What follows belongs to an exercise in optimizing a design on an open flow for small area and a short achievable clock period; a production flow would make more cautious choices.
Where RTL was checked, it was by simulation tests only, not by an equivalence proof against the original.
No functional check of the RTL was part of run 1.
Power is estimated from default activity; no workload was simulated.

==> flow/design.v (outline; a module is shown in full before it is edited, if it fits) <==
// module iq_comp: 619 lines
// module iq_a21o: 3 lines
// module iq_a21oi: 3 lines
// module iq_a22o: 3 lines
// module iq_a22oi: 3 lines
// module iq_and2: 3 lines
// module iq_fa: 3 lines
// module iq_ha: 3 lines
// module iq_inv: 3 lines
// module iq_mux2: 3 lines
// module iq_mux2x2: 3 lines
// module iq_nand2: 3 lines
// module iq_nor2: 3 lines
// module iq_nor2b2: 3 lines
// module iq_nor3: 3 lines
// module iq_o21ai: 3 lines
// module iq_xnor2: 3 lines
// module iq_xor2: 3 lines
// module iq_benc: 8 lines
// module iq_bencn: 8 lines
// module iq_add13: 3 lines
module iq_comp (
	input clk, RESETn,
	input freeze_iqcomp,
	input [1:0] op_mode,
	input [3:0] Ix, Qx,
	input signed [12:0] Wr_in, Wj_in,
	output reg signed [3:0] Iy, Qy,
	output wire settled,
	output reg signed [12:0] Wr, Wj
);
  // ...
==> flow/flow/run.sh <==
#!/bin/bash
# Layout flow: the standard flow, with two changes:
#  - synthesis maps the RTL's leaf modules to the cells given in
#    flow/cells_map.v (via ORFS's SYNTH_CANONICALIZE_TCL hook);
#  - port buffers are buf_2 cells.
set -euo pipefail
here=$(pwd)
export SYNTH_CANONICALIZE_TCL="$here/flow/canon.tcl"
export BUFFER_PORTS_ARGS="-buffer_cell sky130_fd_sc_hd__buf_2"
bash standard.sh > "$here/standard.log" 2>&1
==> flow/flow/canon.tcl <==
# Sourced by ORFS's synthesis canonicalize step (SYNTH_CANONICALIZE_TCL):
# replaces the leaf modules of the RTL by their cell-level views in
# cells_map.v (same functions, as sky130 cells).
set here [file dirname [file normalize [info script]]]
set f [open [file join $here leaf_modules.txt] r]
set leaves [string trim [read $f]]
close $f
foreach m $leaves {
  delete =$m
}
read_verilog [file join $here cells_map.v]
hierarchy -check -top $::env(DESIGN_NAME)
==> flow/flow/cells_map.v <==
// Generated by gen/gen6.py: cell-level views of the leaf modules of rtl/iq_comp.v

module iq_a21o (input a, b, c, output y);
sky130_fd_sc_hd__a21o_1 g (.A1(a), .A2(b), .B1(c), .X(y));
endmodule

module iq_a21oi (input a, b, c, output y);
sky130_fd_sc_hd__a21oi_1 g (.A1(a), .A2(b), .B1(c), .Y(y));
endmodule

module iq_a22o (input a, b, c, d, output y);
sky130_fd_sc_hd__a22o_1 g (.A1(a), .A2(b), .B1(c), .B2(d), .X(y));
endmodule

module iq_a22oi (input a, b, c, d, output y);
sky130_fd_sc_hd__a22oi_1 g (.A1(a), .A2(b), .B1(c), .B2(d), .Y(y));
endmodule

module iq_and2 (input a, b, output y);
sky130_fd_sc_hd__and2_1 g (.A(a), .B(b), .X(y));
endmodule

module iq_fa (input a, b, c, output s, co);
sky130_fd_sc_hd__fa_1 g (.A(a), .B(b), .CIN(c), .SUM(s), .COUT(co));
endmodule

module iq_ha (input a, b, output s, co);
sky130_fd_sc_hd__ha_1 g (.A(a), .B(b), .SUM(s), .COUT(co));
endmodule

module iq_inv (input a, output y);
sky130_fd_sc_hd__inv_1 g (.A(a), .Y(y));
endmodule

module iq_mux2 (input a0, a1, s, output y);
sky130_fd_sc_hd__mux2_1 g (.A0(a0), .A1(a1), .S(s), .X(y));
endmodule

module iq_mux2x2 (input a0, a1, s, output y);
sky130_fd_sc_hd__mux2_2 g (.A0(a0), .A1(a1), .S(s), .X(y));
endmodule

module iq_nand2 (input a, b, output y);
sky130_fd_sc_hd__nand2_1 g (.A(a), .B(b), .Y(y));
endmodule

module iq_nor2 (input a, b, output y);
sky130_fd_sc_hd__nor2_1 g (.A(a), .B(b), .Y(y));
endmodule

module iq_nor2b2 (input a, bn, output y);
sky130_fd_sc_hd__nor2b_2 g (.A(a), .B_N(bn), .Y(y));
endmodule

module iq_nor3 (input a, b, c, output y);
sky130_fd_sc_hd__nor3_1 g (.A(a), .B(b), .C(c), .Y(y));
endmodule

module iq_o21ai (input a, b, c, output y);
sky130_fd_sc_hd__o21ai_0 g (.A1(a), .A2(b), .B1(c), .Y(y));
endmodule

module iq_xnor2 (input a, b, output y);
sky130_fd_sc_hd__xnor2_1 g (.A(a), .B(b), .Y(y));
endmodule

module iq_xor2 (input a, b, output y);
sky130_fd_sc_hd__xor2_1 g (.A(a), .B(b), .X(y));
endmodule



module iq_benc(x, e);
  input [3:0] x;
  wire [3:0] x;
  output [5:0] e;
  wire [5:0] e;
  wire _0_;
  wire _1_;
  sky130_fd_sc_hd__o21a_1 _2_ (
    .A1(x[1]),
    .A2(x[2]),
    .B1(x[3]),
    .X(_1_)
  );
  sky130_fd_sc_hd__nor2_1 _3_ (
    .A(_0_),
    .B(_1_),
    .Y(e[4])
  );
  sky130_fd_sc_hd__xor2_1 _4_ (
    .A(x[1]),
    .B(x[2]),
    .X(e[3])
  );
  sky130_fd_sc_hd__nor2b_1 _5_ (
    .A(x[0]),
    .B_N(x[1]),
    .Y(e[1])
  );
  sky130_fd_sc_hd__a21oi_1 _6_ (
    .A1(x[1]),
    .A2(x[2]),
    .B1(x[3]),
    .Y(_0_)
  );
  assign { e[5], e[2], e[0] } = { x[3], x[1:0] };
endmodule



module iq_bencn(x, e);
  input [3:0] x;
  wire [3:0] x;
  output [5:0] e;
  wire [5:0] e;
  wire _0_;
  wire _1_;
  sky130_fd_sc_hd__clkinv_1 _2_ (
    .A(x[1]),
    .Y(e[2])
  );
  sky130_fd_sc_hd__clkinv_1 _3_ (
    .A(x[3]),
    .Y(e[5])
  );
  sky130_fd_sc_hd__xor2_1 _4_ (
    .A(x[1]),
    .B(x[2]),
    .X(e[3])
  );
  sky130_fd_sc_hd__a21oi_1 _5_ (
    .A1(x[1]),
    .A2(x[2]),
    .B1(x[3]),
    .Y(_0_)
  );
  sky130_fd_sc_hd__o21a_1 _6_ (
    .A1(x[1]),
    .A2(x[2]),
    .B1(x[3]),
    .X(_1_)
  );
  sky130_fd_sc_hd__nor2_1 _7_ (
    .A(_0_),
    .B(_1_),
    .Y(e[4])
  );
  sky130_fd_sc_hd__nor2_1 _8_ (
    .A(e[2]),
    .B(x[0]),
    .Y(e[1])
  );
  assign e[0] = x[0];
endmodule



module iq_add13(A, B, s);
  input [12:0] A;
  wire [12:0] A;
  input [12:0] B;
  wire [12:0] B;
  output [12:0] s;
  wire [12:0] s;
  wire _00_;
  wire _01_;
  wire _02_;
  wire _03_;
  wire _04_;
  wire _05_;
  wire _06_;
  wire _07_;
  wire _08_;
  wire _09_;
  wire _10_;
  wire _11_;
  wire _12_;
  wire _13_;
  wire _14_;
  wire _15_;
  wire _16_;
  wire _17_;
  wire _18_;
  wire _19_;
  wire _20_;
  wire _21_;
  wire _22_;
  wire _23_;
  wire _24_;
  wire _25_;
  wire _26_;
  wire _27_;
  wire _28_;
  wire _29_;
  wire _30_;
  wire _31_;
  wire _32_;
  wire _33_;
  wire _34_;
  wire _35_;
  wire _36_;
  wire _37_;
  wire _38_;
  sky130_fd_sc_hd__nand2_1 _39_ (
    .A(A[0]),
    .B(B[0]),
    .Y(_00_)
  );
  sky130_fd_sc_hd__xor2_1 _40_ (
    .A(A[0]),
    .B(B[0]),
    .X(s[0])
  );
  sky130_fd_sc_hd__nor2_1 _41_ (
    .A(A[11]),
    .B(B[11]),
    .Y(_01_)
  );
  sky130_fd_sc_hd__nand2_1 _42_ (
    .A(A[11]),
    .B(B[11]),
    .Y(_02_)
  );
  sky130_fd_sc_hd__and2_0 _43_ (
    .A(A[10]),
    .B(B[10]),
    .X(_03_)
  );
  sky130_fd_sc_hd__nor2_1 _44_ (
    .A(A[10]),
    .B(B[10]),
    .Y(_04_)
  );
  sky130_fd_sc_hd__nor2_1 _45_ (
    .A(_03_),
    .B(_04_),
    .Y(_05_)
  );
  sky130_fd_sc_hd__nand2_1 _46_ (
    .A(A[9]),
    .B(B[9]),
    .Y(_06_)
  );
  sky130_fd_sc_hd__or2_0 _47_ (
    .A(A[9]),
    .B(B[9]),
    .X(_07_)
  );
  sky130_fd_sc_hd__nand2_1 _48_ (
    .A(A[8]),
    .B(B[8]),
    .Y(_08_)
  );
  sky130_fd_sc_hd__xnor2_1 _49_ (
    .A(A[8]),
    .B(B[8]),
    .Y(_09_)
  );
  sky130_fd_sc_hd__and2_0 _50_ (
    .A(A[7]),
    .B(B[7]),
    .X(_10_)
  );
  sky130_fd_sc_hd__nor2_1 _51_ (
    .A(A[7]),
    .B(B[7]),
    .Y(_11_)
  );
  sky130_fd_sc_hd__and2_0 _52_ (
    .A(A[6]),
    .B(B[6]),
    .X(_12_)
  );
  sky130_fd_sc_hd__nor2_1 _53_ (
    .A(A[6]),
    .B(B[6]),
    .Y(_13_)
  );
  sky130_fd_sc_hd__nor2_1 _54_ (
    .A(_12_),
    .B(_13_),
    .Y(_14_)
  );
  sky130_fd_sc_hd__nand2_1 _55_ (
    .A(A[1]),
    .B(B[1]),
    .Y(_15_)
  );
  sky130_fd_sc_hd__nor2_1 _56_ (
    .A(A[1]),
    .B(B[1]),
    .Y(_16_)
  );
  sky130_fd_sc_hd__xor2_1 _57_ (
    .A(A[1]),
    .B(B[1]),
    .X(_17_)
  );
  sky130_fd_sc_hd__o21ai_0 _58_ (
    .A1(_00_),
    .A2(_16_),
    .B1(_15_),
    .Y(_18_)
  );
  sky130_fd_sc_hd__xnor2_1 _59_ (
    .A(A[2]),
    .B(B[2]),
    .Y(_19_)
  );
  sky130_fd_sc_hd__maj3_1 _60_ (
    .A(A[2]),
    .B(B[2]),
    .C(_18_),
    .X(_20_)
  );
  sky130_fd_sc_hd__xnor2_1 _61_ (
    .A(A[3]),
    .B(B[3]),
    .Y(_21_)
  );
  sky130_fd_sc_hd__maj3_1 _62_ (
    .A(A[3]),
    .B(B[3]),
    .C(_20_),
    .X(_22_)
  );
  sky130_fd_sc_hd__xnor2_1 _63_ (
    .A(A[4]),
    .B(B[4]),
    .Y(_23_)
  );
  sky130_fd_sc_hd__maj3_1 _64_ (
    .A(A[4]),
    .B(B[4]),
    .C(_22_),
    .X(_24_)
  );
  sky130_fd_sc_hd__xnor2_1 _65_ (
    .A(A[5]),
    .B(B[5]),
    .Y(_25_)
  );
  sky130_fd_sc_hd__maj3_1 _66_ (
    .A(A[5]),
    .B(B[5]),
    .C(_24_),
    .X(_26_)
  );
  sky130_fd_sc_hd__a21o_1 _67_ (
    .A1(_14_),
    .A2(_26_),
    .B1(_12_),
    .X(_27_)
  );
  sky130_fd_sc_hd__a211oi_1 _68_ (
    .A1(_14_),
    .A2(_26_),
    .B1(_10_),
    .C1(_12_),
    .Y(_28_)
  );
  sky130_fd_sc_hd__nor2_1 _69_ (
    .A(_11_),
    .B(_28_),
    .Y(_29_)
  );
  sky130_fd_sc_hd__o31ai_1 _70_ (
    .A1(_09_),
    .A2(_11_),
    .A3(_28_),
    .B1(_08_),
    .Y(_30_)
  );
  sky130_fd_sc_hd__o311ai_0 _71_ (
    .A1(_09_),
    .A2(_11_),
    .A3(_28_),
    .B1(_08_),
    .C1(_06_),
    .Y(_31_)
  );
  sky130_fd_sc_hd__nand2_1 _72_ (
    .A(_07_),
    .B(_31_),
    .Y(_32_)
  );
  sky130_fd_sc_hd__a31oi_1 _73_ (
    .A1(_05_),
    .A2(_07_),
    .A3(_31_),
    .B1(_03_),
    .Y(_33_)
  );
  sky130_fd_sc_hd__o21ai_0 _74_ (
    .A1(_01_),
    .A2(_33_),
    .B1(_02_),
    .Y(_34_)
  );
  sky130_fd_sc_hd__xnor2_1 _75_ (
    .A(A[12]),
    .B(B[12]),
    .Y(_35_)
  );
  sky130_fd_sc_hd__xnor2_1 _76_ (
    .A(_34_),
    .B(_35_),
    .Y(s[12])
  );
  sky130_fd_sc_hd__nor2b_1 _77_ (
    .A(_01_),
    .B_N(_02_),
    .Y(_36_)
  );
  sky130_fd_sc_hd__xnor2_1 _78_ (
    .A(_33_),
    .B(_36_),
    .Y(s[11])
  );
  sky130_fd_sc_hd__xnor2_1 _79_ (
    .A(_05_),
    .B(_32_),
    .Y(s[10])
  );
  sky130_fd_sc_hd__nand2_1 _80_ (
    .A(_06_),
    .B(_07_),
    .Y(_37_)
  );
  sky130_fd_sc_hd__xnor2_1 _81_ (
    .A(_30_),
    .B(_37_),
    .Y(s[9])
  );
  sky130_fd_sc_hd__xnor2_1 _82_ (
    .A(_09_),
    .B(_29_),
    .Y(s[8])
  );
  sky130_fd_sc_hd__or2_0 _83_ (
    .A(_10_),
    .B(_11_),
    .X(_38_)
  );
  sky130_fd_sc_hd__xnor2_1 _84_ (
    .A(_27_),
    .B(_38_),
    .Y(s[7])
  );
  sky130_fd_sc_hd__xor2_1 _85_ (
    .A(_14_),
    .B(_26_),
    .X(s[6])
  );
  sky130_fd_sc_hd__xnor2_1 _86_ (
    .A(_24_),
    .B(_25_),
    .Y(s[5])
  );
  sky130_fd_sc_hd__xnor2_1 _87_ (
    .A(_22_),
    .B(_23_),
    .Y(s[4])
  );
  sky130_fd_sc_hd__xnor2_1 _88_ (
    .A(_20_),
    .B(_21_),
    .Y(s[3])
  );
  sky130_fd_sc_hd__xnor2_1 _89_ (
    .A(_18_),
    .B(_19_),
    .Y(s[2])
  );
  sky130_fd_sc_hd__xnor2_1 _90_ (
    .A(_00_),
    .B(_17_),
    .Y(s[1])
  );
endmodule
==> flow/flow/leaf_modules.txt <==
iq_a21o iq_a21oi iq_a22o iq_a22oi iq_and2 iq_fa iq_ha iq_inv iq_mux2 iq_mux2x2 iq_nand2 iq_nor2 iq_nor2b2 iq_nor3 iq_o21ai iq_xnor2 iq_xor2 iq_benc iq_bencn iq_add13
==> flow/standard.sh <==
#!/bin/bash
# synth_recipe.tcl (not shown) runs the flow's synth.tcl, then flattens the netlist and writes it again
# the make line also repeats each setting of config.mk as NAME=value (left out here)
make -C /OpenROAD-flow-scripts/flow DESIGN_CONFIG=/design/flow/config.mk WORK_HOME=/design/flow/orfs CLKGATE_MAP_FILE= SYNTH_SCRIPT=/design/flow/synth_recipe.tcl "${@:-finish}"
==> flow/config.mk <==
export PLATFORM = sky130hd
export DESIGN_NAME = iq_comp
export DESIGN_NICKNAME = iq_comp
export VERILOG_FILES = /design/flow/design.v
export SDC_FILE = /design/flow/constraint.sdc
export NUM_CORES = 4
export LEC_CHECK = 0
export CAP_MARGIN = 20
export CORE_MARGIN = 2
export CORE_UTILIZATION = 40
export SLEW_MARGIN = 20
export SYNTH_HIERARCHICAL = 1
export SYNTH_MINIMUM_KEEP_SIZE = 0
==> flow/constraint.sdc <==
create_clock -name core_clock -period 8.0 [get_ports {clk}]
set_input_delay 1.6000 -clock core_clock [delete_from_list [all_inputs] [get_ports {clk}]]
set_output_delay 1.6000 -clock core_clock [all_outputs]
set_load 0.01 [all_outputs]
==> notes.md, run 1 <==
Synth area leader fa_1; period utilization 0.8068; initial core utilization 0.4119; Worst EP arrival 6.61 ns; Clock Sinks 34; XOR/XNOR Fraction of Synth Area 0.2292; TritonCTS buffer count 5; antenna cells 0; tap cells 220; power per cell area 506.4 nW/um^2; largest power group combinational logic; Max Clock Freq 154.9 MHz; sum of buffers and inverters on the critical path 1; Crit-path slowest cell nor2b_1; clock buffer count 6; Post-route DRC 0; commonest non-fill, non-tap cells in the layout 136 x xnor2_1, 88 x a22oi_1, 76 x nand2_1; P&R area growth vs syn 10.66%; Synth cell types 35; Comb pwr share 0.864; initial antenna violation count 1; post-synthesis compound-gate area fraction 0.1861; Rows 47; GPL Wtd Cong 0.8471; status no timing/DRC/antenna violations; number of synthesized register bits 34; Met2 Wirelength 8616 microns; CP Depth 14; Adder-Cell Fraction of Synth Area 0.2710; Largest cell class multi-input gates; WL met1 8328 microns; Sw Ratio 0.5069; R2R Setup Slk 3.26 ns; worst-skew pair later-pin latency 0.28 ns; Simple-Gate Fraction of Synth Area 0.1150; leading cell type in the layout, fill and taps excluded xnor2_1; fillers 1,679; Clock transition at path regs 0.06 ns
==> module iq_benc, before the edit <==
module iq_benc (input [3:0] x, output [5:0] e);
assign e[0] = x[0];
assign e[1] = x[1] & ~x[0];
assign e[2] = x[1];
assign e[3] = x[1] ^ x[2];
assign e[4] = (x[3] & ~x[2] & ~x[1]) | (~x[3] & x[2] & x[1]);
assign e[5] = x[3];
endmodule
==> module iq_bencn, before the edit <==
module iq_bencn (input [3:0] x, output [5:0] e);
assign e[0] = x[0];
assign e[1] = x[1] & ~x[0];
assign e[2] = ~x[1];
assign e[3] = x[1] ^ x[2];
assign e[4] = (x[3] & ~x[2] & ~x[1]) | (~x[3] & x[2] & x[1]);
assign e[5] = ~x[3];
endmodule
==> run 2, diff against run 1 <==
--- a/flow/design.v
+++ b/flow/design.v
@@ -40,20 +40,20 @@
 iq_mux2x2 u_uj_6 (.a0(Wj_in[6]), .a1(Wj[6]), .s(n2), .y(uj[6]));
 iq_mux2x2 u_uj_7 (.a0(Wj_in[7]), .a1(Wj[7]), .s(n2), .y(uj[7]));
 iq_mux2x2 u_uj_8 (.a0(Wj_in[8]), .a1(Wj[8]), .s(n2), .y(uj[8]));
 iq_mux2x2 u_uj_9 (.a0(Wj_in[9]), .a1(Wj[9]), .s(n2), .y(uj[9]));
 iq_mux2x2 u_uj_10 (.a0(Wj_in[10]), .a1(Wj[10]), .s(n2), .y(uj[10]));
 iq_mux2x2 u_uj_11 (.a0(Wj_in[11]), .a1(Wj[11]), .s(n2), .y(uj[11]));
 iq_mux2x2 u_uj_12 (.a0(Wj_in[12]), .a1(Wj[12]), .s(n2), .y(uj[12]));
 wire [5:0] e_ia, e_ib, e_qa, e_qb;
-iq_benc u_benc_ia (.x(xi), .e(e_ia));
-iq_benc u_benc_ib (.x(xi), .e(e_ib));
-iq_benc u_benc_qa (.x(xq), .e(e_qa));
-iq_bencn u_benc_qb (.x(xq), .e(e_qb));
+iq_benc u_benc_ia (.I(Ix), .e(e_ia));
+iq_benc u_benc_ib (.I(Ix), .e(e_ib));
+iq_benc u_benc_qa (.I(Qx), .e(e_qa));
+iq_bencn u_benc_qb (.I(Qx), .e(e_qb));
 wire n3; iq_nand2 u_n3 (.a(e_ia[0]), .b(ur[0]), .y(n3));
 wire n4; iq_xnor2 u_n4 (.a(n3), .b(e_ia[2]), .y(n4));
 wire n5; iq_a22oi u_n5 (.a(e_ia[0]), .b(ur[1]), .c(e_ia[1]), .d(ur[0]), .y(n5));
 wire n6; iq_xnor2 u_n6 (.a(n5), .b(e_ia[2]), .y(n6));
 wire n7; iq_a22oi u_n7 (.a(e_ia[0]), .b(ur[2]), .c(e_ia[1]), .d(ur[1]), .y(n7));
 wire n8; iq_xnor2 u_n8 (.a(n7), .b(e_ia[2]), .y(n8));
 wire n9; iq_a22oi u_n9 (.a(e_ia[0]), .b(ur[3]), .c(e_ia[1]), .d(ur[2]), .y(n9));
 wire n10; iq_xnor2 u_n10 (.a(n9), .b(e_ia[2]), .y(n10));
@@ -663,25 +663,27 @@
 assign y = ~((a | b) & c);
 endmodule
 module iq_xnor2 (input a, b, output y);
 assign y = ~(a ^ b);
 endmodule
 module iq_xor2 (input a, b, output y);
 assign y = a ^ b;
 endmodule
-module iq_benc (input [3:0] x, output [5:0] e);
+module iq_benc (input [3:0] I, output [5:0] e);
+wire [3:0] x = {~I[3], I[2:0]};
 assign e[0] = x[0];
 assign e[1] = x[1] & ~x[0];
 assign e[2] = x[1];
 assign e[3] = x[1] ^ x[2];
 assign e[4] = (x[3] & ~x[2] & ~x[1]) | (~x[3] & x[2] & x[1]);
 assign e[5] = x[3];
 endmodule
-module iq_bencn (input [3:0] x, output [5:0] e);
+module iq_bencn (input [3:0] I, output [5:0] e);
+wire [3:0] x = {~I[3], I[2:0]};
 assign e[0] = x[0];
 assign e[1] = x[1] & ~x[0];
 assign e[2] = ~x[1];
 assign e[3] = x[1] ^ x[2];
 assign e[4] = (x[3] & ~x[2] & ~x[1]) | (~x[3] & x[2] & x[1]);
 assign e[5] = ~x[3];
 endmodule
 module iq_add13 (input [12:0] A, B, output [12:0] s);
--- a/flow/flow/cells_map.v
+++ b/flow/flow/cells_map.v
@@ -1,9 +1,9 @@
-// Generated by gen/gen6.py: cell-level views of the leaf modules of rtl/iq_comp.v
+// Generated by gen/gen7.py: cell-level views of the leaf modules of rtl/iq_comp.v
 
 module iq_a21o (input a, b, c, output y);
 sky130_fd_sc_hd__a21o_1 g (.A1(a), .A2(b), .B1(c), .X(y));
 endmodule
 
 module iq_a21oi (input a, b, c, output y);
 sky130_fd_sc_hd__a21oi_1 g (.A1(a), .A2(b), .B1(c), .Y(y));
 endmodule
@@ -63,100 +63,43 @@
 module iq_xnor2 (input a, b, output y);
 sky130_fd_sc_hd__xnor2_1 g (.A(a), .B(b), .Y(y));
 endmodule
 
 module iq_xor2 (input a, b, output y);
 sky130_fd_sc_hd__xor2_1 g (.A(a), .B(b), .X(y));
 endmodule
 
-
-
-module iq_benc(x, e);
-  input [3:0] x;
-  wire [3:0] x;
-  output [5:0] e;
-  wire [5:0] e;
-  wire _0_;
-  wire _1_;
-  sky130_fd_sc_hd__o21a_1 _2_ (
-    .A1(x[1]),
-    .A2(x[2]),
-    .B1(x[3]),
-    .X(_1_)
-  );
-  sky130_fd_sc_hd__nor2_1 _3_ (
-    .A(_0_),
-    .B(_1_),
-    .Y(e[4])
-  );
-  sky130_fd_sc_hd__xor2_1 _4_ (
-    .A(x[1]),
-    .B(x[2]),
-    .X(e[3])
-  );
-  sky130_fd_sc_hd__nor2b_1 _5_ (
-    .A(x[0]),
-    .B_N(x[1]),
-    .Y(e[1])
-  );
-  sky130_fd_sc_hd__a21oi_1 _6_ (
-    .A1(x[1]),
-    .A2(x[2]),
-    .B1(x[3]),
-    .Y(_0_)
-  );
-  assign { e[5], e[2], e[0] } = { x[3], x[1:0] };
-endmodule
-
-
-
-module iq_bencn(x, e);
-  input [3:0] x;
-  wire [3:0] x;
-  output [5:0] e;
-  wire [5:0] e;
-  wire _0_;
-  wire _1_;
-  sky130_fd_sc_hd__clkinv_1 _2_ (
-    .A(x[1]),
-    .Y(e[2])
-  );
-  sky130_fd_sc_hd__clkinv_1 _3_ (
-    .A(x[3]),
-    .Y(e[5])
-  );
-  sky130_fd_sc_hd__xor2_1 _4_ (
-    .A(x[1]),
-    .B(x[2]),
-    .X(e[3])
-  );
-  sky130_fd_sc_hd__a21oi_1 _5_ (
-    .A1(x[1]),
-    .A2(x[2]),
-    .B1(x[3]),
-    .Y(_0_)
-  );
-  sky130_fd_sc_hd__o21a_1 _6_ (
-    .A1(x[1]),
-    .A2(x[2]),
-    .B1(x[3]),
-    .X(_1_)
-  );
-  sky130_fd_sc_hd__nor2_1 _7_ (
-    .A(_0_),
-    .B(_1_),
-    .Y(e[4])
-  );
-  sky130_fd_sc_hd__nor2_1 _8_ (
-    .A(e[2]),
-    .B(x[0]),
-    .Y(e[1])
-  );
-  assign e[0] = x[0];
+module iq_benc (input [3:0] I, output [5:0] e);
+wire nI0, nI1, e1n, f;
+sky130_fd_sc_hd__inv_1 g0 (.A(I[0]), .Y(nI0));
+sky130_fd_sc_hd__inv_2 g1 (.A(nI0), .Y(e[0]));
+sky130_fd_sc_hd__inv_1 g2 (.A(I[1]), .Y(nI1));
+sky130_fd_sc_hd__nor2_2 g3 (.A(nI1), .B(I[0]), .Y(e[1]));
+sky130_fd_sc_hd__inv_2 g4 (.A(nI1), .Y(e[2]));
+sky130_fd_sc_hd__xnor2_1 g5 (.A(I[1]), .B(I[2]), .Y(e1n));
+sky130_fd_sc_hd__inv_2 g6 (.A(e1n), .Y(e[3]));
+sky130_fd_sc_hd__xor2_1 g7 (.A(I[3]), .B(I[2]), .X(f));
+sky130_fd_sc_hd__nor2b_2 g8 (.A(f), .B_N(e1n), .Y(e[4]));
+sky130_fd_sc_hd__inv_2 g9 (.A(I[3]), .Y(e[5]));
+endmodule
+
+module iq_bencn (input [3:0] I, output [5:0] e);
+wire nI0, nI1, nI3, e1n, f;
+sky130_fd_sc_hd__inv_1 g0 (.A(I[0]), .Y(nI0));
+sky130_fd_sc_hd__inv_2 g1 (.A(nI0), .Y(e[0]));
+sky130_fd_sc_hd__inv_1 g2 (.A(I[1]), .Y(nI1));
+sky130_fd_sc_hd__nor2_2 g3 (.A(nI1), .B(I[0]), .Y(e[1]));
+sky130_fd_sc_hd__inv_2 g4 (.A(I[1]), .Y(e[2]));
+sky130_fd_sc_hd__xnor2_1 g5 (.A(I[1]), .B(I[2]), .Y(e1n));
+sky130_fd_sc_hd__inv_2 g6 (.A(e1n), .Y(e[3]));
+sky130_fd_sc_hd__xor2_1 g7 (.A(I[3]), .B(I[2]), .X(f));
+sky130_fd_sc_hd__nor2b_2 g8 (.A(f), .B_N(e1n), .Y(e[4]));
+sky130_fd_sc_hd__inv_1 g9 (.A(I[3]), .Y(nI3));
+sky130_fd_sc_hd__inv_2 g10 (.A(nI3), .Y(e[5]));
 endmodule
 
 
 
 module iq_add13(A, B, s);
   input [12:0] A;
   wire [12:0] A;
   input [12:0] B;
==> flow/config.mk (replaced) <==
export PLATFORM = sky130hd
export DESIGN_NAME = iq_comp
export DESIGN_NICKNAME = iq_comp
export VERILOG_FILES = /design/flow/design.v
export SDC_FILE = /design/flow/constraint.sdc
export NUM_CORES = 4
export LEC_CHECK = 0
export CAP_MARGIN = 20
export CORE_MARGIN = 2
export CORE_UTILIZATION = 40
export SETUP_SLACK_MARGIN = 2.0
export SLEW_MARGIN = 20
export SYNTH_HIERARCHICAL = 1
export SYNTH_MINIMUM_KEEP_SIZE = 0
==> run 2 against run 1 <==
- still clean on timing, DRC and antenna
- count of clock-buffer cells in the layout unchanged
- cell count is 2.7% higher
- clock skew is 0.0013 ns lower
- critical path depth grew 2
- maximum frequency increased by 13%
- die area rose by 0.27%
- synthesized cell count increased by 1.2%
- first-iteration DRC count grew 38%
- non-clock buffer count rose by 5
- design area rose by 2.3%
- setup slack better by 0.73 ns
- via count increased by 2.3%
- critical path type unchanged
- largest cell class unchanged
- highest routed layer is now met4
==> notes.md, run 2 <==
kind of critical path in -> reg; status no timing/DRC/antenna violations; Synth top cells by count 140 x xnor2_1, 88 x a22oi_1, 76 x nand2_1; DR pass1 iterations 5; Sum Neg Setup Slack 0 ns; Hold Startpoint Wj[0]; Static Leakage 0.003282 uW; Worst EP arrival 5.89 ns (-0.72 ns); worst reg2reg startpoint Qy[1]; ys flop type dfxtp_1; clk root buf clkbuf_16; Port-buffer cells 73; routed vias 5,845; Post-synth ARST share 0; sequential area share after synthesis 0.09868; Critical Path Source op_mode[1]; hpwl dp 14,950 microns; vias in the first global route 5,660; WL met1 8745 microns (+5.0%); Slew HR 0.5996; Synth Warn # 7; syn_area_per_cell 8.798 sq um; period utilization 0.7154 (-0.09133); RSZ-0062 raised after global routing false; Met3 Wirelength 1105 microns; number of synthesized register bits 34 (unchanged); initial antenna violation count 0 (-1); required time of the critical path 8.16 ns; Largest regs Wj x13, Wr x13; Post-route DRC 0 (unchanged); final setup vio count 0; DRT antenna net count 0; GRT overflow 0; Clock transition at path regs 0.06 ns (about the same); Die ar. 18,310 sq um; R2R Setup Slk 3.17 ns (-0.09 ns); antenna cells 0 (unchanged); initial drt markers 421; CTS tree built; detailed-route wire length 18,860 microns; CTS H-tree lvls 2; Fin Hold WS 0.7041 ns; cells after synthesis 784; Synth area leader fa_1; Post-CTS Hold Fix Bufs 0; Max Clock Freq 174.7 MHz (+13%); CP Capture Type flop; count leader, synth xnor2_1; kind of start point of the critical path input port; Top-Level Pins 74; commonest non-fill, non-tap cells in the layout 140 x xnor2_1, 88 x a22oi_1, 76 x nand2_1; initial core utilization 0.4044 (-0.007481); GRT Total Usage 0.2102; P&R area growth vs syn 12.88%; worst slew pin tran 0.5930 ns; fin cells 1,098; Met2 Wirelength 8633 microns (+0.20%); Synth Cell Area 6898 sq um; global-route wire length before repair 30,190 microns; TritonCTS buffer count 5 (unchanged); Rows 48 (+2.1%); EDFF count, synth 0; chip width 135.3 microns; max-slew violations 0; core box area 17,060 sq um; worst-skew pair later-pin latency 0.29 ns (about the same); worst clock skew 0.009963 ns; peak supply drop 0.0002567 V; drt wl/cell 17.17 microns; leading cell type in the layout, fill and taps excluded xnor2_1; fillers 1,711 (+1.9%); die height 135.3 microns; Synth cell types 35 (unchanged); placed insts 1,083; vias per cell 5.323; layout cells sized above 1 0.1730; layout net count 1,011; largest fanout on the critical path 9; CTS Buffer Depth 2; power per cell area 502.4 nW/um^2 (-0.79%); Highest Signal Layer met4; synth top area cells fa_1 21%, xnor2_1 18%, dfxtp_1 9.9%; post-synth top area share 0.2061; Max Cap Viol 0; largest net degree at the start of global routing 20; Fin. Hold Viols 0; hold crit path type reg -> reg; Clock Sinks 34 (unchanged); GPL Wtd Cong 0.8596 (+1.5%); min Tclk post-route 5.724 ns
==> run 2: changes by cell type after synthesis <==
cell,change
a21oi_1,-4
buf_4,-10
clkinv_1,-2
inv_1,+9
inv_2,+16
nor2_1,-5
nor2_2,+4
nor2b_1,-3
nor2b_2,+4
o21a_1,-4
xnor2_1,+4
==> run 2: kinds of logic after synthesis <==
logic type               count (synthesis)  share of synthesized area
adder cells (fa/ha/maj)                108                     0.2703
buffers and inverters                   80                    0.04517
XOR/XNOR                               184                     0.2336
flip-flops                              34                    0.09868
AO/OA/AOI/OAI                          165                     0.1783
multiplexers                            34                    0.05551
other                                    1                  0.0005436
AND/OR/NAND/NOR                        178                     0.1179
==> run 2: area by class of cell <==
| class | instances | area [sq um] | share of cell area |
|---|---|---|---|
| tap | 225 | 281.5 | 0.03616 |
| timing repair buffer | 82 | 445.4 | 0.05721 |
| clock buffer | 6 | 128.9 | 0.01655 |
| multi-input combinational | 671 | 5919 | 0.7602 |
| inverter | 78 | 292.8 | 0.03760 |
| sequential | 34 | 680.7 | 0.08742 |
| clock inverter | 2 | 37.54 | 0.004821 |
==> run 2: worst max-delay path, cell delays in order <==
cell     delay [ns]
buf_2          0.13
nor2b_4        0.20
buf_4          0.15
mux2_2         0.44
a22oi_1        0.26
xnor2_1        0.12
ha_1           0.32
fa_1           0.40
fa_1           0.52
fa_1           0.57
nor2_1         0.08
nor3_1         0.16
a21o_1         0.17
xor2_1         0.15
a21o_1         0.24
mux2_1         0.35
==> run 2: per-module statistics from Yosys (local to each module, per instance), excerpt <==
module     cells  cell area, sq um
iq_a21oi       1             5.005
iq_a22o        1             8.758
iq_a22oi       1             7.507
iq_comp       63             897.1
iq_mux2        1             11.26
iq_nand2       1             3.754
iq_nor2b2      1             8.758
iq_xnor2       1             8.758
==> run 2: path summary, 6_finish.rpt <==
| kind | to | depth (start not counted) |
|---|---|---|
| min reg2reg | Wj[0] | 2 |
| max | Iy[1] | 16 |
| min | Wj[0] | 2 |
| max reg2reg | Wr[12] | 13 |
==> run 2: layer usage <==
layer  global-route usage  up-vias
met2               0.3393      191
met5                    0        -
met4              0.05208        0
li1                     -     2828
met3              0.03030       25
met1               0.2972     2801
==> run 2: report_power, final <==
| part | internal, uW | switching [uW] | total, uW |
|---|---|---|---|
| combinational | 1550 | 1810 | 3360 |
| sequential | 228 | 95.1 | 323 |
| clock | 147 | 80.3 | 228 |
==> run 2: per-stage QoR <==
stage,util,worst slack (ns),area (sq um),power (uW)
floorplan,-,2.293,6902,3031
global placement,0.4423,1.657,7545,3642
detailed placement,0.4423,1.609,7545,3663
CTS,0.4524,2.042,7716,3925
global route,0.4565,2.041,7786,4350
finish,0.4565,2.276,7786,3912
==> run 2: what timing repair did <==
action,CTS,global route
pin swaps,0,0
resized for setup,1,1
endpoints found under the setup margin,8,8
buffers inserted,0,7
cloned,0,0
==> run 3, diff against run 2 <==
--- a/flow/flow/run.sh
+++ b/flow/flow/run.sh
@@ -6,5 +6,5 @@
 set -euo pipefail
 here=$(pwd)
 export SYNTH_CANONICALIZE_TCL="$here/flow/canon.tcl"
-export BUFFER_PORTS_ARGS="-buffer_cell sky130_fd_sc_hd__buf_2"
+export BUFFER_PORTS_ARGS="-buffer_cell sky130_fd_sc_hd__buf_1"
 bash standard.sh > "$here/standard.log" 2>&1
--- a/flow/config.mk
+++ b/flow/config.mk
@@ -8,6 +8,7 @@
 export CAP_MARGIN = 20
 export CORE_MARGIN = 2
 export CORE_UTILIZATION = 40
+export CTS_BUF_LIST = sky130_fd_sc_hd__clkbuf_8
 export SETUP_SLACK_MARGIN = 2.0
 export SLEW_MARGIN = 20
 export SYNTH_HIERARCHICAL = 1
==> run 3 against run 2 <==
- worst hold slack improved by 0.015 ns
- sequential power increased by 2%
- largest cell class unchanged
- highest routed layer unchanged
- synthesized area unchanged
- register-to-register slack about the same
- first-iteration DRC count decreased by 11%
- cell count decreased by 0.27%
- synthesized cell count unchanged
- non-clock buffer count decreased by 3
- clock skew decreased by 0.0036 ns
==> notes.md, run 3 <==
layout cells sized above 1 0.08621 (-0.08676); flip-flop and latch area 680.7 sq um (unchanged); drt wl/cell 17.43 microns (+1.5%); final setup vio count 0 (unchanged); antenna cells 0 (unchanged); Synth Warn # 7 (unchanged); Max Cap Viol 0 (unchanged); Synth area leader fa_1; internal power 1852 uW (-3.9%); CTS tree built; ys flop type dfxtp_1; CP Capture Type flop; Synth Cell Area 6898 sq um (unchanged); Clock Sinks 34 (unchanged); worst slew pin tran 0.5790 ns (-0.01398 ns); Static Leakage 0.003010 uW (-8.3%); hold crit path type reg -> reg; Slew HR 0.6136 (+0.01392); layout net count 1,008 (-0.30%); sequential area share after synthesis 0.09868 (unchanged); commonest non-fill, non-tap cells in the layout 140 x xnor2_1, 88 x a22oi_1, 76 x nand2_1; syn_area_per_cell 8.798 sq um (unchanged); cells after synthesis 784 (unchanged); Post-route DRC 0 (unchanged); XOR/XNOR Fraction of Synth Area 0.2336 (unchanged); vias in the first global route 5,601 (-1.0%); routed vias 5,845 (unchanged); post-synthesis compound-gate area fraction 0.1783 (unchanged); Fin. Hold Viols 0 (unchanged); power per cell area 503.4 nW/um^2 (+0.20%); CTS Buffer Depth 2 (unchanged); detailed-route wire length 19,090 microns (+1.2%); leading cell type in the layout, fill and taps excluded xnor2_1; GRT overflow 0 (unchanged); initial core utilization 0.4044 (unchanged); count leader, synth xnor2_1; synth top area cells fa_1 21%, xnor2_1 18%, dfxtp_1 9.9%; chip width 135.3 microns (unchanged); Sw Ratio 0.5179 (+0.01063); worst setup margin 2.176 ns (-0.09994 ns); global-route wire length before repair 30,300 microns (+0.34%); core box area 17,060 sq um (unchanged); DR pass1 iterations 5 (unchanged); worst clock skew 0.006356 ns (-0.003607 ns); kind of start point of the critical path input port; Synth cell types 35 (unchanged); Rows 48 (unchanged); Sum Neg Setup Slack 0 ns (unchanged); fillers 1,693 (-1.1%); status no timing/DRC/antenna violations; max-slew violations 0 (unchanged); RSZ-0062 raised after global routing false; main combinational cell family by area after synthesis adder cells; Port-buffer cells 73 (unchanged); largest fanout on the critical path 12 (+3); sequential power share 0.085 (+0.002); Simple-Gate Fraction of Synth Area 0.1179 (unchanged); P&R area growth vs syn 10.67%; largest net degree at the start of global routing 20 (unchanged); Post-CTS Hold Fix Bufs 0 (unchanged); die height 135.3 microns (unchanged); GRT Total Usage 0.2121 (+0.001856); TritonCTS buffer count 5 (unchanged); clock share of power 0.045 (-0.013); Largest regs Wj x13, Wr x13; DRT antenna net count 0 (unchanged); min Tclk post-route 5.824 ns (+0.09994 ns); Setup WS pre-CTS 1.624 ns (+0.01515 ns); period utilization 0.7279 (+0.01249); Multi-input gate area 5924 sq um (about the same); EDFF count, synth 0 (unchanged); worst-skew pair later-pin latency 0.31 ns (+0.02 ns); Top-Level Pins 74 (unchanged); Clock transition at path regs 0.09 ns (+0.03 ns); CTS H-tree lvls 2 (unchanged); Final Cell Area 7634 sq um (-2.0%); initial drt markers 376 (-11%); mux cell area share after synthesis 0.05551 (unchanged); post-synth top area share 0.2061 (unchanged); Adder-Cell Fraction of Synth Area 0.2703 (unchanged); initial antenna violation count 0 (unchanged); Comb pwr share 0.870 (+0.011); Psw 1990 uW (+0.29%); clk root buf clkbuf_8; number of synthesized register bits 34 (unchanged); GPL Wtd Cong 0.8656 (+0.70%); Synth top cells by count 140 x xnor2_1, 88 x a22oi_1, 76 x nand2_1; Post-synth ARST share 0 (unchanged); Die ar. 18,310 sq um (unchanged); Worst EP arrival 6.02 ns (+0.13 ns); kind of critical path in -> reg; vias per cell 5.338 (+0.27%); peak supply drop 0.0002929 V (+14%); required time of the critical path 8.20 ns (+0.04 ns); placed instance area 7453 sq um (-1.2%); hpwl dp 14,900 microns (-0.38%); Max Clock Freq 171.7 MHz (-1.7%)
[run 3: metrics by stage]
stage | util | power, uW | hold WS [ns] | std cells
finish | 0.4476 | 3842 | 0.7188 | 1095
global route | 0.4476 | 4259 | 0.7663 | 1095
CTS | 0.4437 | 3847 | 0.7214 | 1091
detailed placement | 0.4370 | 3644 | 0.6967 | 1083
global placement | 0.4370 | 3643 | 0.6959 | 1083
floorplan | - | 3031 | 0.6916 | 785
[run 3: repair_timing]
action	in CTS	in global routing
gates resized for setup	1	2
endpoints found under the setup margin	8	8
setup buffers	0	4
[run 3: path summary, 6_finish.rpt]
path	from	endpoint	slack, ns	cells after the start
hold reg to reg	Wj[0]	Wj[0]	0.72	2
setup reg to reg	Qy[1]	Wr[12]	3.17	13
hold / removal	Wj[0]	Wj[0]	0.72	2
setup / recovery	Ix[1]	Iy[1]	2.18	15
[run 3: Yosys stat by module (local to each module, per instance), a selection]
module / flip-flops and latches / cell area (sq um) / times used
iq_ha: 0 / 12.51 / 28
iq_o21ai: 0 / 5.005 / 14
iq_mux2: 0 / 11.26 / 8
iq_nor3: 0 / 5.005 / 2
iq_add13: 0 / 356.6 / 2
iq_and2: 0 / 6.256 / 14
iq_a22oi: 0 / 7.507 / 88
[run 3: layer usage]
metal  part of all wire  track usage
met2               0.46       0.3421
met3              0.054      0.02357
met1               0.46       0.3056
met4              0.019      0.04919
met5                  0            0
[run 3: cell families after synthesis]
kind of cell / count (synthesis)
AND/OR/NAND/NOR: 178
multiplexers: 34
flip-flops: 34
AO/OA/AOI/OAI: 165
other: 1
buffers and inverters: 80
adder cells (fa/ha/maj): 108
XOR/XNOR: 184
[run 3: critical path, cell delays in order]
cell,delay [ns]
buf_1,0.39
inv_1,0.15
nor2_2,0.49
a22oi_1,0.16
xnor2_1,0.17
ha_1,0.33
fa_1,0.51
fa_1,0.46
fa_1,0.56
nor2_1,0.08
nor3_1,0.20
a21o_1,0.19
xor2_1,0.16
a21o_1,0.22
mux2_1,0.34
[run 3: area by class of cell]
class | count | area share
inverter | 78 | 0.03835
timing repair buffer | 79 | 0.04507
multi-input combinational | 671 | 0.7761
clock inverter | 3 | 0.005409
tap | 225 | 0.03688
sequential | 34 | 0.08917
clock buffer | 5 | 0.009015
[run 3: power by group through the flow]
stage                     clock [uW]  sequential [uW]  combinational [uW]
final                            172              328                3340
after global routing             184              336                3740
after CTS                        176              326                3350
after detailed placement           0              330                3310
after global placement             0              331                3310
after floorplan                    0              315                2720
==> run 4, diff against run 3 <==
--- a/flow/config.mk
+++ b/flow/config.mk
@@ -9,7 +9,7 @@
 export CORE_MARGIN = 2
 export CORE_UTILIZATION = 40
 export CTS_BUF_LIST = sky130_fd_sc_hd__clkbuf_8
-export SETUP_SLACK_MARGIN = 2.0
+export SETUP_SLACK_MARGIN = 2.5
 export SLEW_MARGIN = 20
 export SYNTH_HIERARCHICAL = 1
 export SYNTH_MINIMUM_KEEP_SIZE = 0
==> run 4 against run 3 <==
- cell count up 2.8%
- flip-flop and latch count unchanged
- die area unchanged
- setup slack better by 0.30 ns
- clock skew up 0.0039 ns
- clock power down 17%
- critical path type unchanged
- largest cell class unchanged
==> notes.md, run 4 <==
Comb pwr share 0.887 (+0.017); CP peak stage delay 0.51 ns (-0.05 ns); Die ar. 18,310 sq um (unchanged); Clock transition at path regs 0.08 ns (about the same); period utilization 0.6910 (-0.03696); hpwl dp 14,740 microns (-1.0%); Met3 Wirelength 1258 microns (+21%); routed vias 6,070 (+3.8%); initial core utilization 0.4044 (unchanged); GPL Wtd Cong 0.8414 (-2.8%); Synth area leader fa_1; CP Capture Type flop; Crit-path slowest cell fa_1; number of synthesized register bits 34 (unchanged); Rows 48 (unchanged); Sw Ratio 0.4960 (-0.02194); worst slew pin tran 0.6216 ns (+0.04260 ns); hold crit path type reg -> reg; vias per cell 5.391 (+0.99%); peak supply drop 0.0002128 V (-27%); Sum Neg Setup Slack 0 ns (unchanged); Top Family by Delay on Critical Path adder cells; WL met1 9302 microns (+5.0%); Fin Hold WS 0.7274 ns (+0.008596 ns); kind of start point of the critical path input port; Setup WS pre-CTS 1.798 ns (+0.1741 ns); TritonCTS buffer count 5 (unchanged); Met2 Wirelength 9901 microns (+12%); Top-Level Pins 74 (unchanged); clk root buf clkbuf_8; detailed-route wire length 20,690 microns (+8.4%); sequential power share 0.080 (-0.005); drt wl/cell 18.37 microns (+5.4%); GRT overflow 0 (unchanged); GRT Total Usage 0.2247 (+0.01260); max-slew violations 0 (unchanged); syn_area_per_cell 8.798 sq um (unchanged); global-route wire length before repair 31,890 microns (+5.3%); min Tclk post-route 5.528 ns (-0.2957 ns); Worst EP arrival 5.72 ns (-0.30 ns); P&R area growth vs syn 19.39%; die height 135.3 microns (unchanged); Synth top cells by count 140 x xnor2_1, 88 x a22oi_1, 76 x nand2_1; CTS tree built; Psw 2134 uW (+7.2%); antenna cells 0 (unchanged); DR pass1 iterations 5 (unchanged); Largest regs Wj x13, Wr x13; Synth cell types 35 (unchanged); worst clock skew 0.01030 ns (+0.003941 ns); kind of critical path in -> reg; largest net degree at the start of global routing 27 (+35%); Clock Sinks 34 (unchanged); Slew HR 0.5856 (-0.02799); CTS H-tree lvls 2 (unchanged); ys flop type dfxtp_1; Synth Warn # 7 (unchanged); vias in the first global route 5,921 (+5.7%); Fin. Hold Viols 0 (unchanged); internal power 2169 uW (+17%); post-synth top area share 0.2061 (unchanged); Post-route DRC 0 (unchanged); initial antenna violation count 1 (+1); synth top area cells fa_1 21%, xnor2_1 18%, dfxtp_1 9.9%; EDFF count, synth 0 (unchanged); Post-synth ARST share 0 (unchanged); initial drt markers 482 (+28%); worst-skew pair later-pin latency 0.30 ns (about the same); Highest Signal Layer met4; status no timing/DRC/antenna violations; Max Cap Viol 0 (unchanged); leading cell type in the layout, fill and taps excluded xnor2_1; sequential area share after synthesis 0.09868 (unchanged); final setup vio count 0 (unchanged); DRT antenna net count 0 (unchanged); cells after synthesis 784 (unchanged); power per cell area 522.5 nW/um^2 (+3.8%); Max Clock Freq 180.9 MHz (+5.3%); sum of buffers and inverters on the critical path 4 (+2); fillers 1,669 (-1.4%); CTS Buffer Depth 2 (unchanged); largest fanout on the critical path 8 (-4); worst setup margin 2.472 ns (+0.2957 ns); Post-CTS Hold Fix Bufs 0 (unchanged); required time of the critical path 8.19 ns (about the same); commonest non-fill, non-tap cells in the layout 139 x xnor2_1, 76 x nand2_1, 67 x a22oi_1; Synth Cell Area 6898 sq um (unchanged); chip width 135.3 microns (unchanged); layout cells sized above 1 0.1887 (+0.1025); clock share of power 0.033 (-0.012); layout net count 1,041 (+3.3%); core box area 17,060 sq um (unchanged); Static Leakage 0.003318 uW (+10%); RSZ-0062 raised after global routing true; count leader, synth xnor2_1; Port-buffer cells 73 (unchanged); cells along the critical path buf_8 > nor2b_4 > buf_6 > buf_16 > mux2_4 > a22oi_2 > xnor2_1 > ha_1 > fa_1 > fa_2 > nor2_1 > nor2_2 > a21oi_2 > o21ai_2 > a21oi_2 > inv_2 > a21o_1 > xor2_1 > a21o_1 > mux2_1
-- run 4: kinds of logic (layout without fill, tap and decap cells) --
group | after synthesis | count (layout) | share of synthesized area
AOI/OAI and AO/OA | 165 | 165 | 0.1783
and+or+nand+nor | 178 | 178 | 0.1179
other | 1 | 2 | 0.0005436
buffers and inverters | 80 | 192 | 0.04517
DFF | 34 | 34 | 0.09868
adders and majority gates | 108 | 108 | 0.2703
xor gates and xnor gates | 184 | 184 | 0.2336
muxes | 34 | 38 | 0.05551
-- run 4: path summary, 6_finish.rpt --
check / end / slack, ns / start / cells after the start
worst max-delay path: Iy[0] / 2.47 / op_mode[1] / 20
worst min-delay path: Wj[12] / 0.73 / Wj[12] / 2
worst max register to register: Wr[12] / 3.20 / Qy[1] / 13
worst min register to register: Wj[12] / 0.73 / Wj[12] / 2
-- run 4: per-stage QoR --
stage / cell area, sq um / instances / power (uW) / utilization
floorplan: 6975 / 785 / 3051 / -
global placement: 7520 / 1082 / 3632 / 0.4409
detailed placement: 7521 / 1082 / 3649 / 0.4409
CTS: 8001 / 1111 / 4119 / 0.4691
global route: 8235 / 1126 / 4752 / 0.4828
finish: 8235 / 1126 / 4303 / 0.4828
-- run 4: power by group through the flow --
| stage | registers [uW] | clock network [uW] | logic, uW |
|---|---|---|---|
| after global placement | 344 | 0 | 3290 |
| after detailed placement | 343 | 0 | 3310 |
| after CTS | 341 | 146 | 3630 |
| after global routing | 352 | 151 | 4250 |
| final | 345 | 143 | 3820 |
| after floorplan | 316 | 0 | 2740 |
-- run 4: layout make-up --
cell class              instances  area, sq um  area share
clock buffers                   6        82.58     0.01003
inverters                      78        292.8     0.03555
flip-flops and latches         34        680.7     0.08265
multi-input cells             675         6276      0.7621
well taps                     225        281.5     0.03418
repair buffers                108        621.8     0.07551
-- run 4: what timing repair did --
action / 4_1_cts / 5_1_grt
gates resized for setup: 51 / 38
endpoints found under the setup margin: 8 / 8
pin swaps: 29 / 23
setup buffers: 21 / 12
cloned: 2 / 3
-- run 4: routing by layer --
layer,vias to the layer above,GRT usage
met3,21,0.03816
met4,0,0.03819
met2,184,0.3745
li1,2890,-
met5,-,0
met1,2975,0.3112
-- run 4: Yosys stat by module, one instance, submodules excluded, a selection --
module	cells	times used	flops+latches
iq_mux2x2	1	26	0
iq_a21oi	1	8	0
iq_a21o	1	8	0
iq_nor2b2	1	2	0
iq_benc	10	3	0
iq_nor3	1	2	0
iq_and2	1	14	0
iq_nor2	1	42	0
iq_xor2	1	34	0
iq_mux2	1	8	0
iq_ha	1	28	0
-- run 4: worst reg2reg max path, stage by stage (launching register included) --
cell      delay, ns
dfxtp_1        0.61
and2_1         0.21
ha_1           0.24
fa_1           0.48
maj3_1         0.40
maj3_1         0.41
maj3_1         0.41
maj3_1         0.44
a211oi_1       0.42
o311ai_0       0.22
a31oi_1        0.33
o21ai_0        0.16
xnor2_1        0.15
a22o_1         0.23

## separate check: timing with driven ports
How much do the figures lean on ideal ports? The routed layouts below were timed once more, with nothing changed but the port constraints.
Step 1 (the two cells are an assumption about what drives the block):
set clk [get_ports {clk}]
set_driving_cell -lib_cell sky130_fd_sc_hd__clkbuf_16 $clk
set_driving_cell -lib_cell sky130_fd_sc_hd__buf_2 [delete_from_list [all_inputs] $clk]
Step 2, shift: input delay + t, output delay - t, t = (earliest + latest rising clock arrival at the registers) / 2. This alone moves slack from input paths to output paths.
a / b / c = ideal ports / drivers / drivers and shift; a / b = the first two.
run	t (ns)	slack for setup (ns)	hold slack, ns	worst setup path after step 2	latest minus earliest clock arrival (ns)
run 1	0.318	1.546 / 1.523 / 1.205	0.715 / 0.715 / 0.715	input to register	0.011 / 0.011
run 2	0.320	2.276 / 2.290 / 1.970	0.704 / 0.704 / 0.704	input to register	0.010 / 0.010
run 3	0.340	2.176 / 2.178 / 1.838	0.719 / 0.719 / 0.719	input to register	0.007 / 0.007
run 4	0.332	2.472 / 2.461 / 2.129	0.727 / 0.727 / 0.727	input to register	0.011 / 0.010
After both steps every run listed still meets setup and hold. For run 4, which loses most, drivers alone change the setup slack by -0.011 ns; drivers and shift together by -0.343 ns.
